From an optimization exercise on the open Yosys and OpenROAD flow, aimed at small area; shortcuts taken in it are not production practice. Function was checked by simulation only, so behaviour that the tests miss may differ from the original. The clock port is modelled as an ideal driver; clocking choices that lean on that would not hold on a real chip. Power is estimated from default activity; no workload was simulated.

==> inputs of v14 <==
==> flow/design.v <==
`timescale 1ns / 1ps
module Top(
    input CLK,RST,BTNC,BTNU,BTNL,BTNR,BTND,
    input [15:0] SW,
    output [15:0] LED,
    output [7:0] SSEG_CA,
    output [7:0] SSEG_AN
    );
    localparam [4:0] S_IDLE = 5'd0,  S_F1 = 5'd8, S_SHOW = 5'd16,
                     S_GUESS = 5'd1, S_WRONG = 5'd2, S_RIGHT = 5'd3,
                     S_SLA = 5'd4, S_SLB = 5'd5, S_NEXT = 5'd6,
                     S_WINL = 5'd17, S_WIND = 5'd18, S_LOSEL = 5'd19,
                     S_LOSED = 5'd20, S_DEAD = 5'd21;
    localparam [1:0] CL_FLASH = 2'd0, CL_GUESS = 2'd1, CL_WIN = 2'd2,
                     CL_LOSE = 2'd3;
    reg [20:0] C;
    wire [21:0] cy;
    assign cy[0] = 1'b1;
    genvar k;
    generate for (k = 0; k < 21; k = k + 1) begin : g_cy
        assign cy[k+1] = cy[k] & C[k];
    end endgenerate
    always @(posedge CLK)
        if (RST) C <= 21'd1;
        else     C <= C ^ cy[20:0];
    wire tick = cy[2];
    wire fl   = C[4];
    wire sl   = C[6];
    wire slow = C[7];
    wire [2:0] pt = C[4:2];
    reg [4:0] st;
    reg [1:0] ig, id;           
    reg [2:0] sp;               
    reg       ans, act;         
    reg [1:0] cl;               
    reg [1:0] fm;               
    reg [3:0] val;
    reg [3:0] u7, u6, u5;       
    reg [2:0] r0, r1;           
    reg [3:0] r2, r3;
    reg lo, lh, ll;             
    reg [2:0] pp;               
    reg       dir;
    wire [3:0] rd0 = {r0[2], r0[1], 1'b1, r0[0]};
    wire [3:0] rd1 = {r1, 1'b1};
    reg [3:0] nv;
    integer j;
    always @(*) begin
        nv = val;
        for (j = 0; j < 16; j = j + 1)
            if (SW[j]) nv = j[3:0];
    end
    reg [3:0] rsel;
    always @(*)
        case (id)
            2'd0: rsel = rd0;
            2'd1: rsel = rd1;
            2'd2: rsel = r2;
            default: rsel = r3;
        endcase
    wire [2:0] sp_next = sp - 3'd1;
    wire eq = (nv == rsel);
    wire gt = (nv[3] & ~rsel[3]) |
              (~(nv[3] ^ rsel[3]) & nv[2] & ~rsel[2]) |
              (~(nv[3] ^ rsel[3]) & ~(nv[2] ^ rsel[2]) & nv[1] & ~rsel[1]) |
              (~(nv[3] ^ rsel[3]) & ~(nv[2] ^ rsel[2]) & ~(nv[1] ^ rsel[1]) & nv[0] & ~rsel[0]);
    always @(posedge CLK) begin
        if (RST) begin
            st <= S_IDLE;
            cl <= CL_FLASH;
            fm <= 2'b10;
            val <= 4'd0;
            {lo, lh, ll} <= 3'b000;
        end
        else if (tick) begin
            case (st)
            S_IDLE: begin
                cl <= CL_FLASH;
                fm <= 2'b10;
                ig <= 2'd0;
                id <= 2'd0;
                if (BTNC) begin
                    st <= S_F1;
                    r0 <= {C[2], C[4], C[3]};
                    r1 <= {C[6], C[7], C[19]};
                    r2 <= {C[5], C[9], C[13], C[20]};
                    r3 <= {C[8], C[11], C[16], C[12]};
                end
            end
            5'd8, 5'd9, 5'd10, 5'd11, 5'd12, 5'd13, 5'd14, 5'd15: begin
                cl <= CL_FLASH;
                fm <= {1'b0, fl == st[0]};
                if (fl == st[0]) st <= st + 5'd1;
            end
            S_SHOW: begin
                if (fl) begin
                    cl <= CL_FLASH;
                    fm <= {1'b1, BTNR};
                end
                else begin
                    cl <= CL_GUESS;
                    ans <= BTNR;
                    ig <= 2'd0;
                    id <= 2'd3;
                    act <= 1'b0;
                    st <= S_GUESS;
                end
            end
            S_GUESS: begin
                if (BTND && slow) begin
                    val <= nv;
                    case (ig)
                        2'd0: u7 <= nv;
                        2'd1: u6 <= nv;
                        2'd2: u5 <= nv;
                        default: ;
                    endcase
                    sp <= {1'b1, ~ig};
                    act <= 1'b1;
                    if (gt) begin
                        {lo, lh, ll} <= 3'b010;
                        st <= S_WRONG;
                    end
                    else if (!eq) begin
                        {lo, lh, ll} <= 3'b001;
                        st <= S_WRONG;
                    end
                    else begin
                        {lo, lh, ll} <= 3'b111;
                        st <= S_RIGHT;
                    end
                end
            end
            S_WRONG: begin
                if (!slow && !BTND) begin
                    if (ig == 2'd3) st <= S_LOSEL;
                    else begin
                        ig <= ig + 2'd1;
                        act <= 1'b0;
                        st <= S_GUESS;
                    end
                end
            end
            S_RIGHT: begin
                if (!sl) st <= S_SLA;
            end
            S_SLA, S_SLB: begin
                if (sl == (st == S_SLA)) begin
                    {lo, lh, ll} <= 3'b000;
                    sp <= sp_next;
                    if (sp_next == {1'b0, id}) st <= S_NEXT;
                    else st <= (st == S_SLA) ? S_SLB : S_SLA;
                end
            end
            S_NEXT: begin
                if (!sl) begin
                    act <= 1'b0;
                    ig <= 2'd0;
                    id <= id - 2'd1;
                    if (id == 2'd0) begin
                        ans <= 1'b1;
                        st <= S_WINL;
                    end
                    else st <= S_GUESS;
                end
            end
            S_WINL: begin
                if (slow) begin
                    {lo, lh, ll} <= 3'b101;
                    cl <= CL_FLASH;
                    fm <= 2'b11;
                    st <= BTNC ? S_F1 : S_WIND;
                end
                else if (BTNC) st <= S_IDLE;
            end
            S_WIND: begin
                if (!slow) begin
                    {lo, lh, ll} <= 3'b000;
                    cl <= CL_WIN;
                    st <= BTNC ? S_DEAD : S_WINL;
                end
                else if (BTNC) st <= S_IDLE;
            end
            S_LOSEL: begin
                if (slow) cl <= CL_LOSE;
                if (BTNC) st <= S_IDLE;
                else if (slow) st <= S_LOSED;
            end
            S_LOSED: begin
                if (!slow) begin
                    cl <= CL_FLASH;
                    fm <= 2'b11;
                end
                if (BTNC) st <= S_IDLE;
                else if (!slow) st <= S_LOSEL;
            end
            default: begin    
                {lo, lh, ll} <= 3'b100;
            end
            endcase
        end
    end
    always @(posedge CLK)
        if (RST) begin
            pp  <= 3'd7;
            dir <= 1'b1;
        end
        else if (C[7:0] == 8'h81 && st != S_DEAD) begin
            pp  <= dir ? pp + 3'd1 : pp - 3'd1;
            dir <= (id == 2'd0);
        end
    assign LED = {lh, {7{lo & lh}}, {4{lo, lo & ll}}} | {15'd0, ll};
    wire fcl = (cl == 2'd0), gcl = (cl == 2'd1), wcl = (cl == 2'd2), lcl = (cl == 2'd3);
    wire [2:0] sh = fm[1] ? 3'd4 : st[2:0] - {2'b00, fm[0]};
    wire c0 = pt[0] & sh[0];
    wire t0 = pt[0] ^ sh[0];
    wire t1 = pt[1] ^ sh[1] ^ c0;
    wire c1 = (pt[1] & sh[1]) | (c0 & (pt[1] ^ sh[1]));
    wire fen = ~(fm[1] & ~fm[0]) & (pt[2] ^ sh[2] ^ c1) & ~(pt[2] & sh[2] & c1);
    wire [1:0] ri = fcl ? {t1, t0} : pt[1:0];
    reg [3:0] rv;
    always @(*)
        case (ri)
            2'd0: rv = rd0;
            2'd1: rv = rd1;
            2'd2: rv = r2;
            default: rv = r3;
        endcase
    wire mv = gcl & act & ~|(pt ^ sp);
    wire gt_id = (pt[1] & ~id[1]) | (~(pt[1] ^ id[1]) & pt[0] & ~id[0]);
    wire lt_ig = (ig[1] & pt[1]) | (~(ig[1] ^ ~pt[1]) & ig[0] & pt[0]);
    wire s_r  = (fcl & fen) | (~mv & ~pt[2] & ((gcl & (ans | gt_id)) | lcl));
    wire s_v  = mv;
    wire s_u  = ~mv & gcl & pt[2] & lt_ig;
    wire s_p  = wcl & pt[2] & pt[1] & ~pt[0];
    wire s_f  = lcl & pt[2] & pt[1] & pt[0];
    wire en = s_r | s_v | s_u | (wcl & pt[2] & ~(pt[1] & pt[0])) | (lcl);
    reg [3:0] uv;
    always @(*)
        case (pt[1:0])
            2'd3: uv = u7;
            2'd2: uv = u6;
            default: uv = u5;
        endcase
    wire [3:0] dg = ({4{s_r}} & rv) | ({4{s_v}} & val) | ({4{s_u}} & uv) | ({4{s_p}} & {1'b0, pp}) | {4{s_f}};
    reg [6:0] seg;
    always @(*)
        case (dg)
            4'h0: seg = 7'b0111111;
            4'h1: seg = 7'b0000110;
            4'h2: seg = 7'b1011011;
            4'h3: seg = 7'b1001111;
            4'h4: seg = 7'b1100110;
            4'h5: seg = 7'b1101101;
            4'h6: seg = 7'b1111101;
            4'h7: seg = 7'b0000111;
            4'h8: seg = 7'b1111111;
            4'h9: seg = 7'b1100111;
            4'hA: seg = 7'b1110111;
            4'hB: seg = 7'b1111100;
            4'hC: seg = 7'b0111001;
            4'hD: seg = 7'b1011110;
            4'hE: seg = 7'b1111001;
            default: seg = 7'b1110001;
        endcase
    assign SSEG_CA = {1'b1, ~seg};
    wire [7:0] dec = {pt == 7, pt == 6, pt == 5, pt == 4, pt == 3, pt == 2, pt == 1, pt == 0};
    assign SSEG_AN = ~({8{en}} & dec);
endmodule
==> flow/flow/run.sh <==
#!/bin/bash
# Own layout flow: the standard ORFS layout (standard.sh) with
#  - synthesis: the standard script, but Yosys does not extract half/full
#    adder cells, and abc runs each area-oriented script flow/area*.abc
#    (the same script with different &deepsyn seeds) and keeps the mapping
#    with the smallest cell area;
#  - port buffers: sky130_fd_sc_hd__buf_1 on every input and output;
#  - CTS: clkbuf_8 buffers and no dummy loads, then each clock buffer
#    shrunk to the smallest size that keeps the flip-flop clock-pin slew
#    under 110 ps (flow/downsize_clk.tcl, run after CTS).
# Every tool's output goes to the ORFS logs under orfs/logs; make's own
# output goes to flow_make.log here.
set -euo pipefail
HERE=$(pwd)

# synthesis script: synth_recipe.tcl with abc replaced by the multi-script try
{
  head -n 1 synth_recipe.tcl
  echo "set ::own_abc_scripts [list $(ls $HERE/flow/area*.abc | tr '\n' ' ')]"
  cat flow/multi_abc.tcl
  tail -n +2 synth_recipe.tcl
} > own_synth.tcl
sed -e "s#SYNTH_SCRIPT=[^ ]*#SYNTH_SCRIPT=$HERE/own_synth.tcl#" standard.sh > own_standard.sh

export ADDER_MAP_FILE=
export BUFFER_PORTS_ARGS="-buffer_cell sky130_fd_sc_hd__buf_1"
export POST_CTS_TCL=$HERE/flow/downsize_clk.tcl
export CTS_ARGS="-sink_clustering_enable -repair_clock_nets -dont_use_dummy_load -buf_list sky130_fd_sc_hd__clkbuf_8"

bash own_standard.sh 2>&1 | tee flow_make.log | tail -n 40
==> flow/flow/area0.abc <==
strash
&get -n
&deepsyn -T 30
&put
dch -f
amap
mfs2
strash
dch -f
amap
topo
dnsize
==> flow/flow/area11.abc <==
strash
&get -n
&deepsyn -T 30 -S 11
&put
dch -f
amap
mfs2
strash
dch -f
amap
topo
dnsize
==> flow/flow/area2.abc <==
strash
&get -n
&deepsyn -T 30 -S 2
&put
dch -f
amap
mfs2
strash
dch -f
amap
topo
dnsize
==> flow/flow/area5.abc <==
strash
&get -n
&deepsyn -T 30 -S 5
&put
dch -f
amap
mfs2
strash
dch -f
amap
topo
dnsize
==> flow/flow/area7.abc <==
strash
&get -n
&deepsyn -T 30 -S 7
&put
dch -f
amap
mfs2
strash
dch -f
amap
topo
dnsize
==> flow/flow/downsize_clk.tcl <==
# POST_CTS hook: downsize each clock-tree buffer (clkbuf_8 from CTS) to the
# smallest of clkbuf_2 / clkbuf_4 that keeps every flip-flop clock pin's
# slew under the target; cells only shrink, so placement stays legal.
proc worst_clk_slew {} {
  set worst 0
  foreach pin [get_pins -hierarchical */CLK] {
    set s [get_property $pin slew_max]
    if {$s > $worst} { set worst $s }
  }
  return $worst
}
set target 0.110
estimate_parasitics -placement
puts "clock slew before downsizing: [worst_clk_slew]"
foreach inst [get_cells *] {
  if {[get_property $inst ref_name] != "sky130_fd_sc_hd__clkbuf_8"} { continue }
  foreach size {2 4} {
    replace_cell $inst sky130_fd_sc_hd__clkbuf_$size
    estimate_parasitics -placement
    if {[worst_clk_slew] <= $target} {
      puts "downsized [get_full_name $inst] to clkbuf_$size"
      break
    }
    replace_cell $inst sky130_fd_sc_hd__clkbuf_8
    estimate_parasitics -placement
  }
}
puts "clock slew after downsizing: [worst_clk_slew]"
==> flow/flow/multi_abc.tcl <==
# abc replacement: map with each of ::own_abc_scripts, keep the smallest result
proc abc {args} {
  set i [lsearch $args -script]
  set li [lsearch $args -liberty]
  set lib [lindex $args [expr {$li + 1}]]
  yosys design -save own_pre_abc
  set best 1e30
  foreach s $::own_abc_scripts {
    yosys design -load own_pre_abc
    yosys abc {*}[lreplace $args [expr {$i + 1}] [expr {$i + 1}] $s]
    set st [tee -q -s result.string stat -liberty $lib]
    regexp {Chip area for module [^:]*: *([0-9.]+)} $st -> area
    puts "OWN_ABC $s area $area"
    if {$area < $best} { set best $area; yosys design -save own_best_abc }
  }
  yosys design -load own_best_abc
}
==> flow/standard.sh <==
#!/bin/bash
# synth_recipe.tcl (not shown) runs the flow's synth.tcl, then flattens the netlist and writes it again
# the make line also repeats each setting of config.mk as NAME=value (left out here)
make -C /OpenROAD-flow-scripts/flow DESIGN_CONFIG=/design/flow/config.mk WORK_HOME=/design/flow/orfs CLKGATE_MAP_FILE= SYNTH_SCRIPT=/design/flow/synth_recipe.tcl "${@:-finish}"
==> flow/config.mk <==
export PLATFORM = sky130hd
export DESIGN_NAME = Top
export DESIGN_NICKNAME = Top
export VERILOG_FILES = /design/flow/design.v
export SDC_FILE = /design/flow/constraint.sdc
export NUM_CORES = 4
export LEC_CHECK = 0
export ABC_AREA = 1
export CAP_MARGIN = 0
export CORE_MARGIN = 2
export CORE_UTILIZATION = 50
export CTS_BUF_LIST = sky130_fd_sc_hd__clkbuf_8
export SLEW_MARGIN = 0
==> flow/constraint.sdc <==
create_clock -name core_clock -period 8.0 [get_ports {CLK}]
set_input_delay 1.6000 -clock core_clock [delete_from_list [all_inputs] [get_ports {CLK}]]
set_output_delay 1.6000 -clock core_clock [all_outputs]
set_load 0.01 [all_outputs]
==> v32 (differences from v14) <==
--- a/flow/design.v
+++ b/flow/design.v
@@ -35,3 +35,3 @@
     reg [1:0] cl;               
-    reg [1:0] fm;               
+    reg [3:0] sh;               
     reg [3:0] val;
@@ -70,3 +70,3 @@
             cl <= CL_FLASH;
-            fm <= 2'b10;
+            sh[3] <= 1'b1;
             val <= 4'd0;
@@ -78,3 +78,3 @@
                 cl <= CL_FLASH;
-                fm <= 2'b10;
+                sh <= 4'd8;
                 ig <= 2'd0;
@@ -91,3 +91,3 @@
                 cl <= CL_FLASH;
-                fm <= {1'b0, fl == st[0]};
+                sh <= {1'b0, st[2:0]};
                 if (fl == st[0]) st <= st + 5'd1;
@@ -97,3 +97,3 @@
                     cl <= CL_FLASH;
-                    fm <= {1'b1, BTNR};
+                    sh <= {~BTNR, BTNR, 2'b00};
                 end
@@ -170,3 +170,3 @@
                     cl <= CL_FLASH;
-                    fm <= 2'b11;
+                    sh <= 4'd4;
                     st <= BTNC ? S_F1 : S_WIND;
@@ -191,3 +191,3 @@
                     cl <= CL_FLASH;
-                    fm <= 2'b11;
+                    sh <= 4'd4;
                 end
@@ -213,3 +213,2 @@
     wire fcl = (cl == 2'd0), gcl = (cl == 2'd1), wcl = (cl == 2'd2), lcl = (cl == 2'd3);
-    wire [2:0] sh = fm[1] ? 3'd4 : st[2:0] - {2'b00, fm[0]};
     wire c0 = pt[0] & sh[0];
@@ -218,3 +217,3 @@
     wire c1 = (pt[1] & sh[1]) | (c0 & (pt[1] ^ sh[1]));
-    wire fen = ~(fm[1] & ~fm[0]) & (pt[2] ^ sh[2] ^ c1) & ~(pt[2] & sh[2] & c1);
+    wire fen = ~sh[3] & (pt[2] ^ sh[2] ^ c1) & ~(pt[2] & sh[2] & c1);
     wire [1:0] ri = fcl ? {t1, t0} : pt[1:0];
==> flow/run.sh (new file) <==
#!/bin/bash
# synth_recipe.tcl (not shown) runs the flow's synth.tcl, then flattens the netlist and writes it again
# the make line also repeats each setting of config.mk as NAME=value (left out here)
make -C /OpenROAD-flow-scripts/flow DESIGN_CONFIG=/design/flow/config.mk WORK_HOME=/design/flow/orfs CLKGATE_MAP_FILE= SYNTH_SCRIPT=/design/flow/synth_recipe.tcl finish
--- a/flow/config.mk
+++ b/flow/config.mk
@@ -7,7 +7,6 @@
 export LEC_CHECK = 0
-export ABC_AREA = 1
-export CAP_MARGIN = 0
+export CAP_MARGIN = 20
 export CORE_MARGIN = 2
-export CORE_UTILIZATION = 50
+export CORE_UTILIZATION = 40
 export CTS_BUF_LIST = sky130_fd_sc_hd__clkbuf_8
-export SLEW_MARGIN = 0
+export SLEW_MARGIN = 20
removed: flow/flow/run.sh
removed: flow/flow/area0.abc
removed: flow/flow/area11.abc
removed: flow/flow/area2.abc
removed: flow/flow/area5.abc
removed: flow/flow/area7.abc
removed: flow/flow/downsize_clk.tcl
removed: flow/flow/multi_abc.tcl
removed: flow/standard.sh
==> v25 (differences from v14) <==
--- a/flow/flow/run.sh
+++ b/flow/flow/run.sh
@@ -9,3 +9,3 @@
 #    shrunk to the smallest size that keeps the flip-flop clock-pin slew
-#    under 110 ps (flow/downsize_clk.tcl, run after CTS).
+#    under 115 ps (flow/downsize_clk.tcl, run after CTS).
 # Every tool's output goes to the ORFS logs under orfs/logs; make's own
--- a/flow/flow/downsize_clk.tcl
+++ b/flow/flow/downsize_clk.tcl
@@ -11,3 +11,3 @@
 }
-set target 0.110
+set target 0.115
 estimate_parasitics -placement
--- a/flow/config.mk
+++ b/flow/config.mk
@@ -10,3 +10,3 @@
 export CORE_MARGIN = 2
-export CORE_UTILIZATION = 50
+export CORE_UTILIZATION = 40
 export CTS_BUF_LIST = sky130_fd_sc_hd__clkbuf_8
==> comparison table <==
item	v25	v32	v14
Area post-placement	4388 sq um	5752 sq um	4349 sq um
Total placed cells including tap cells	687	740	656
Total die area	11120 sq um	14130 sq um	8972 sq um
Switching pwr	0.2288 mW	0.2234 mW	0.2199 mW
Adder-cell share of the synthesized area	0%	11.19%	0%
Routed wire length	11190 microns	12670 microns	10860 microns
Sequential cell count	76	78	76
Detailed Place HPWL	8593 microns	9577 microns	8339 microns
Outcome	timing/DRC/antenna clean	timing/DRC/antenna clean	timing/DRC/antenna clean
Post-Route Hold Slack	0.4201 ns	0.4265 ns	0.4259 ns
First-pass GRT wire length	18170 microns	20280 microns	17570 microns
Gate count after technology mapping	513	556	513
Die extent in x	105.4 microns	118.9 microns	94.72 microns
Delay of the slowest cell on the worst path	0.61 ns	0.84 ns	0.62 ns
Logic power comb	0.136 mW	0.107 mW	0.134 mW
Post-synthesis sequential area ratio	45.48%	36.80%	45.48%
Pwr dens	169.4 nW/um^2	141.0 nW/um^2	167.0 nW/um^2

[what the ideal ports hide]
How much do the figures lean on ideal ports? The routed layouts below were timed once more, with nothing changed but the port constraints. Step 1 sets driving cells, clkbuf_16 on the clock port and buf_2 on the other inputs (assumed; they add their load-dependent delay and slew). Step 2 adds t to the input delays and takes it off the output delays; t is the mean of the earliest and latest rising clock arrival at the registers after step 1. Input paths then give back, and output paths get back, about the clock's delay inside the block. Slacks: ideal / step 1 / step 2; pairs: ideal / step 1.
run	t (ns)	slack for setup (ns)	latest minus earliest clock arrival (ns)
v14	0.514	1.168 / 1.139 / 1.653	0.030 / 0.030
v32	0.401	1.791 / 1.758 / 2.159	0.012 / 0.013
v25	0.516	1.215 / 1.184 / 1.700	0.031 / 0.032
After both steps every run listed still meets setup and hold.
